Source: an optimization exercise on an open RTL-to-GDS flow (aim: small area, a short achievable clock period and few clock cycles). Production flows keep margins and buffers that such runs may drop. The RTL was checked by simulation tests, not by an equivalence proof against the original design. No activity file was given, so power comes from the tool's default toggle rates.

==> flow/design.v <==
module CPU (
	input signed [15:0] Mem_Data ,
	input clk ,
	input rst ,  
	output reg halt ,  
	output reg [6:0] Mem_Address ,
	output reg rd , wr,
	output signed [15:0] Data_Out ,
	output reg fZ,
	output reg fO,
	output reg fN,
	output reg fC
	);
localparam K_NONE = 2'd0, K_INS = 2'd1, K_OPR = 2'd2;
localparam S_IDLE = 3'd0, S_WAIT = 3'd1, S_X = 3'd2, S_MD = 3'd3, S_ALN = 3'd5;
localparam OP_LOAD = 4'd1, OP_STORE = 4'd2, OP_ADD = 4'd3, OP_SUB = 4'd4,
           OP_MUL = 4'd5, OP_DIV = 4'd6, OP_BR = 4'd7, OP_BRZ = 4'd8, OP_HALT = 4'd15;
reg [15:0] AC;         
reg        tnz;        
reg        tpend;      
reg [4:0]  IR;         
reg [2:0]  st;         
reg [15:0] IB;         
reg        bv;         
reg        ipf;        
reg [1:0]  a_k;        
reg [1:0]  c_k;        
reg [6:0]  fpc;        
reg [16:0] X;          
reg [16:0] R;          
reg [3:0]  cnt;        
reg        neg;        
reg        dz;         
reg        dv;         
assign Data_Out = AC;
wire [15:0] W = Mem_Data;
wire a_ins = (a_k == K_INS);
wire a_opr = (a_k == K_OPR);
function [17:0] radd18;  
	input [17:0] a, b;
	input ci;
	integer i;
	reg c;
	begin
		c = ci;
		for (i = 0; i < 18; i = i + 1) begin
			radd18[i] = a[i] ^ b[i] ^ c;
			c = (a[i] & b[i]) | (c & (a[i] ^ b[i]));
		end
	end
endfunction
function [15:0] rneg16;  
	input [15:0] a;
	integer i;
	reg c;
	begin
		c = 1'b1;
		for (i = 0; i < 16; i = i + 1) begin
			rneg16[i] = ~a[i] ^ c;
			c = c & ~a[i];
		end
	end
endfunction
function [4:0] clz16;
	input [15:0] a;
	integer i;
	begin
		clz16 = 5'd16;
		for (i = 0; i < 16; i = i + 1)
			if (a[i]) clz16 = 5'd15 - i[4:0];
	end
endfunction
wire [3:0] ir_op = IR[4:1];
wire       ir_m  = IR[0];
wire       ir_md = (ir_op == OP_MUL) || (ir_op == OP_DIV);
wire       ir_div = (ir_op == OP_DIV);
wire       exec  = (st == S_X) || (st == S_WAIT && a_opr);
wire [15:0] B16 = ir_m ? W : {5'b0, X[10:0]};
wire [16:0] A17 = {ir_m & AC[15], AC};
wire [16:0] B17 = {ir_m & W[15], B16};
wire        alu_sub = (ir_op == OP_SUB);
wire [16:0] sum = A17 + (B17 ^ {17{alu_sub}}) + {16'd0, alu_sub};
wire [15:0] negv = rneg16((st == S_ALN) ? X[15:0] : AC);
wire [15:0] negAC = negv;
wire        dstep = dv;
wire        dsub = dstep & ~R[16];
wire [17:0] s0 = radd18({R[16], R}, ({X[16], X} & {18{AC[0] | dstep}}) ^ {18{dsub}}, dsub);
wire [16:0] rn = s0[16:0];
reg [16:0] acc;
reg [15:0] q;
reg [17:0] s18;
reg [17:0] t18;
reg        rsub;
integer j;
always @* begin
	acc = s0[17:1];
	q = {s0[0], AC[15:1]};
	for (j = 1; j < 4; j = j + 1) begin
		rsub = (j == 3) && (cnt[1:0] == 2'd0);
		t18 = q[0] ? {X[16], X} : 18'd0;
		s18 = radd18({acc[16], acc}, t18 ^ {18{rsub}}, rsub);
		acc = s18[17:1];
		q = {s18[0], q[15:1]};
	end
end
wire [15:0] xb = X[16] ? negv : X[15:0];
wire [4:0]  la = clz16(R[15:0]);
wire [4:0]  lb = clz16(xb);
wire [4:0]  dd = lb - la;
wire        qzero = (la > lb);         
wire [15:0] xal = xb << dd[3:0];
wire md_last = (st == S_MD) && (cnt == 4'd0);
wire aln_done = (st == S_ALN) && (dz || qzero);
wire hf = (exec && !ir_md) || md_last || aln_done;
wire hfree = (st == S_IDLE) || hf;
reg [15:0] AC_nx;
always @* begin
	AC_nx = AC;
	if (exec) begin
		case (ir_op)
			OP_LOAD: AC_nx = ir_m ? W : X[15:0];
			OP_ADD, OP_SUB: AC_nx = sum[15:0];
			OP_MUL: AC_nx = B16;
			OP_DIV: AC_nx = 16'd0;
			default: AC_nx = AC;
		endcase
	end else if (st == S_MD) begin
		if (!ir_div)
			AC_nx = q;
		else if (cnt == 4'd0 && neg)     
			AC_nx = rn[16] ? {negAC[14:0], 1'b0} : {~AC[14:0], 1'b1};
		else
			AC_nx = {AC[14:0], ~rn[16]};
	end else if (st == S_ALN)
		AC_nx = dz ? 16'hFFFF : AC;
end
wire ex_flags = exec && (ir_op == OP_ADD || ir_op == OP_SUB || ir_md);
wire fZ_nx = ((st == S_WAIT || st == S_X) && (ir_op == OP_ADD || ir_op == OP_SUB || ir_md)) ?
             (AC == 16'd0) : fZ;
wire [15:0] S = bv ? IB : W;
wire s_valid = bv || a_ins;
wire [3:0] s_op = S[15:12];
wire s_alu = (s_op == OP_LOAD) || (s_op == OP_ADD) || (s_op == OP_SUB) ||
             (s_op == OP_MUL) || (s_op == OP_DIV);
wire s_mem = s_alu && S[11];
wire s_store = (s_op == OP_STORE);
wire s_br = (s_op == OP_BR) || (s_op == OP_BRZ && fZ_nx);
wire s_halt = (s_op == OP_HALT);
wire s_nop = (s_op == 4'd0) || (s_op >= 4'd9 && s_op <= 4'd14);
wire s_free = (s_op == OP_BR) || (s_op == OP_BRZ) || s_nop;
wire start = s_valid && (hfree || s_free) && !halt;
wire yw = bv && a_ins;
wire yc = (c_k == K_INS);
wire [6:0] fpc1 = fpc - 7'd1;
wire [6:0] fpc2 = fpc - 7'd2;
wire [6:0] fpc_rw = fpc - {5'b0, yw} - {5'b0, yc};    
wire st_hit = s_store && ((yc && S[6:0] == fpc1) || (yw && S[6:0] == (yc ? fpc2 : fpc1)));
wire flush = start && (s_br || st_hit);
wire ovf = !start && yw && !halt;    
wire kill_c = flush || ovf;
wire [6:0] fbase = ovf ? fpc_rw : fpc;
wire [6:0] fbase1 = fbase + 7'd1;
wire [6:0] s_tgt1 = S[6:0] + 7'd1;
reg        bv_nx;
reg [2:0]  st_nx;
reg [4:0]  IR_nx;
reg [3:0]  cnt_nx;
always @* begin
	bv_nx = bv;
	if (start && bv) bv_nx = a_ins && !flush;
	else if (!start && !bv && a_ins && !halt) bv_nx = 1'b1;
	st_nx = st;
	IR_nx = IR;
	cnt_nx = cnt;
	if (exec && ir_md) begin
		st_nx = ir_div ? S_ALN : S_MD;
		cnt_nx = 4'd3;
	end else if (st == S_ALN) begin
		st_nx = (dz || qzero) ? S_IDLE : S_MD;
		cnt_nx = dd[3:0];
	end else if (md_last)
		st_nx = S_IDLE;
	else if (st == S_MD)
		cnt_nx = cnt - 4'd1;
	else if (hf)
		st_nx = S_IDLE;
	if (start && s_alu) begin
		st_nx = s_mem ? S_WAIT : S_X;
		IR_nx = S[15:11];
	end
end
wire [1:0] a_k_nx = (yc && kill_c) ? K_NONE : c_k;
wire halt_nx = halt || (start && s_halt);
wire fetch_ok = !halt_nx;
wire t_nz = tpend ? (R[15:0] != 16'd0) : tnz;
wire use_s = start && ((s_mem && !(bv && ipf)) || s_store || s_br);    
wire head_next = (st == S_MD && cnt == 4'd1) || (st == S_WAIT && c_k == K_OPR && !ir_md);
wire epf = bv && !ipf && !start && s_mem && head_next && !halt;
always @(posedge clk) begin
	if (rst) begin
		halt <= 1'b0;
		AC <= 16'd0;
		tnz <= 1'b0;
		tpend <= 1'b0;
		fZ <= 1'b0;
		fO <= 1'b0;
		fN <= 1'b0;
		fC <= 1'b0;
		st <= S_IDLE;
		bv <= 1'b0;
		ipf <= 1'b0;
		Mem_Address <= 7'd0;
		rd <= 1'b1;
		wr <= 1'b0;
		a_k <= K_NONE;
		c_k <= K_INS;
		fpc <= 7'd1;
	end else begin
		halt <= halt_nx;
		AC <= AC_nx;
		st <= st_nx;
		IR <= IR_nx;
		bv <= bv_nx;
		if (a_ins && ((start && bv && !flush) || (!start && !bv))) IB <= W;
		if (start && bv) ipf <= 1'b0;
		else if (epf) ipf <= 1'b1;
		cnt <= cnt_nx;
		a_k <= a_k_nx;
		if (ex_flags) begin
			fZ <= (AC == 16'd0);
			fN <= (ir_op == OP_ADD && ir_m) ? (fN | AC[15]) : AC[15];
		end
		if (exec && (ir_op == OP_ADD || ir_op == OP_SUB))
			fC <= sum[16];
		if (exec && ir_op == OP_MUL)
			fO <= fO | t_nz;
		if (exec && ir_md) begin
			if (ir_div) begin
				R <= {1'b0, (ir_m & AC[15]) ? negAC : AC};
				X <= {ir_m & W[15], B16};
			end else begin
				R <= 17'd0;
				X <= A17;
			end
			neg <= ir_m & (AC[15] ^ W[15]);
			dv <= ir_div;
			tnz <= t_nz;
			tpend <= 1'b0;
			dz <= (B16 == 16'd0);
		end else if (st == S_ALN) begin
			X <= {1'b0, xal};
		end else if (st == S_MD) begin
			if (ir_div) begin
				R <= rn;
				X <= {1'b0, 1'b0, X[15:1]};
			end else begin
				R <= acc;
				if (cnt[1:0] == 2'd0)
					tpend <= 1'b1;
			end
		end
		if (start && s_alu && !s_mem)
			X <= {1'b0, S};
		if (use_s) begin
			Mem_Address <= S[6:0];
			rd <= !s_store;
			wr <= s_store;
			c_k <= s_mem ? K_OPR : s_store ? K_NONE : K_INS;
			fpc <= s_br ? s_tgt1 : st_hit ? fpc_rw : fpc;
		end else if (epf) begin
			Mem_Address <= S[6:0];
			rd <= 1'b1;
			wr <= 1'b0;
			c_k <= K_OPR;
			fpc <= fbase;
		end else if (fetch_ok) begin
			Mem_Address <= fbase;
			rd <= 1'b1;
			wr <= 1'b0;
			c_k <= K_INS;
			fpc <= fbase1;
		end else begin
			rd <= 1'b0;
			wr <= 1'b0;
			c_k <= K_NONE;
			fpc <= fbase;
		end
	end
end
endmodule
export LEC_CHECK = 0
export ABC_AREA = 1
export CAP_MARGIN = 20
export CORE_MARGIN = 2
export CORE_UTILIZATION = 40
export SLEW_MARGIN = 20
create_clock -name core_clock -period 40.0 [get_ports {clk}]
standard.sh (not shown) runs the stock make flow with config.mk's settings and CLKGATE_MAP_FILE= SYNTH_SCRIPT=/design/flow/synth_recipe.tcl, a recipe that flattens the netlist after the stock synthesis.
==> flow/flow/run.sh <==
#!/bin/bash
# Standard ORFS layout, with timing repair asked to reach a setup slack of
# 29.5 ns against the design's clock (the SDC is unchanged), and the ports
# buffered with buf_2 cells.
set -euo pipefail
bash standard.sh SETUP_SLACK_MARGIN=29.5 "BUFFER_PORTS_ARGS=-buffer_cell sky130_fd_sc_hd__buf_2" finish > flow_make.log 2>&1
Testbench counts at the start, summed over its fixed seeds: cycles 85,193.
Rerun with:
--- a/flow/design.v
+++ b/flow/design.v
@@ -20,11 +20,10 @@
 reg        tpend;      
 reg [4:0]  IR;         
 reg [2:0]  st;         
 reg [15:0] IB;         
 reg        bv;         
-reg        ipf;        
 reg [1:0]  a_k;        
 reg [1:0]  c_k;        
 reg [6:0]  fpc;        
 reg [16:0] X;          
 reg [16:0] R;          
@@ -191,13 +190,11 @@
 end
 wire [1:0] a_k_nx = (yc && kill_c) ? K_NONE : c_k;
 wire halt_nx = halt || (start && s_halt);
 wire fetch_ok = !halt_nx;
 wire t_nz = tpend ? (R[15:0] != 16'd0) : tnz;
-wire use_s = start && ((s_mem && !(bv && ipf)) || s_store || s_br);    
-wire head_next = (st == S_MD && cnt == 4'd1) || (st == S_WAIT && c_k == K_OPR && !ir_md);
-wire epf = bv && !ipf && !start && s_mem && head_next && !halt;
+wire use_s = start && (s_mem || s_store || s_br);    
 always @(posedge clk) begin
 	if (rst) begin
 		halt <= 1'b0;
 		AC <= 16'd0;
 		tnz <= 1'b0;
@@ -206,11 +203,10 @@
 		fO <= 1'b0;
 		fN <= 1'b0;
 		fC <= 1'b0;
 		st <= S_IDLE;
 		bv <= 1'b0;
-		ipf <= 1'b0;
 		Mem_Address <= 7'd0;
 		rd <= 1'b1;
 		wr <= 1'b0;
 		a_k <= K_NONE;
 		c_k <= K_INS;
@@ -220,12 +216,10 @@
 		AC <= AC_nx;
 		st <= st_nx;
 		IR <= IR_nx;
 		bv <= bv_nx;
 		if (a_ins && ((start && bv && !flush) || (!start && !bv))) IB <= W;
-		if (start && bv) ipf <= 1'b0;
-		else if (epf) ipf <= 1'b1;
 		cnt <= cnt_nx;
 		a_k <= a_k_nx;
 		if (ex_flags) begin
 			fZ <= (AC == 16'd0);
 			fN <= (ir_op == OP_ADD && ir_m) ? (fN | AC[15]) : AC[15];
@@ -265,16 +259,10 @@
 			Mem_Address <= S[6:0];
 			rd <= !s_store;
 			wr <= s_store;
 			c_k <= s_mem ? K_OPR : s_store ? K_NONE : K_INS;
 			fpc <= s_br ? s_tgt1 : st_hit ? fpc_rw : fpc;
-		end else if (epf) begin
-			Mem_Address <= S[6:0];
-			rd <= 1'b1;
-			wr <= 1'b0;
-			c_k <= K_OPR;
-			fpc <= fbase;
 		end else if (fetch_ok) begin
 			Mem_Address <= fbase;
 			rd <= 1'b1;
 			wr <= 1'b0;
 			c_k <= K_INS;
What happened: Total power rose by 62%; utilization rose by 0.46 points; worst setup slack gets worse by 0.010 ns; non-clock buffer count stays the same; clock skew barely changes; final area fell by 1.1%; fmax hardly moves; routed wire length fell by 1.7%; synthesized cell count fell by 1.0%; count of clock-buffer cells in the layout rose by 1; cell count fell by 0.87%.
Testbench counts after the change, summed over its fixed seeds: cycles 86,076.

afterwards: timing with drivers on the ports:
The results above use ideal ports. As a check the final layouts listed here were re-extracted and re-timed, cells and wires unchanged.
Step 1 (the two cells are an assumption about what drives the block):
set clk [get_ports {clk}]
set_driving_cell -lib_cell sky130_fd_sc_hd__clkbuf_16 $clk
set_driving_cell -lib_cell sky130_fd_sc_hd__buf_2 [delete_from_list [all_inputs] $clk]
Step 2, shift: input delay + t, output delay - t, t = (earliest + latest rising clock arrival at the registers) / 2. This alone moves slack from input paths to output paths.
Three values: no drivers, after step 1, after step 2; two values: the first two.
| run | t (ns) | setup slack, ns | worst setup path at the end | cell pins on the clock port's net |
|---|---|---|---|---|
| the first run | 0.422 | 29.659 / 29.659 / 29.271 | input to register | 1 |
| the second run | 0.419 | 29.648 / 29.648 / 29.430 | input to register | 1 |
After both steps every run listed still meets setup and hold. For the first run, which loses most, drivers alone change the setup slack by 0.000 ns; drivers and shift together by -0.388 ns.
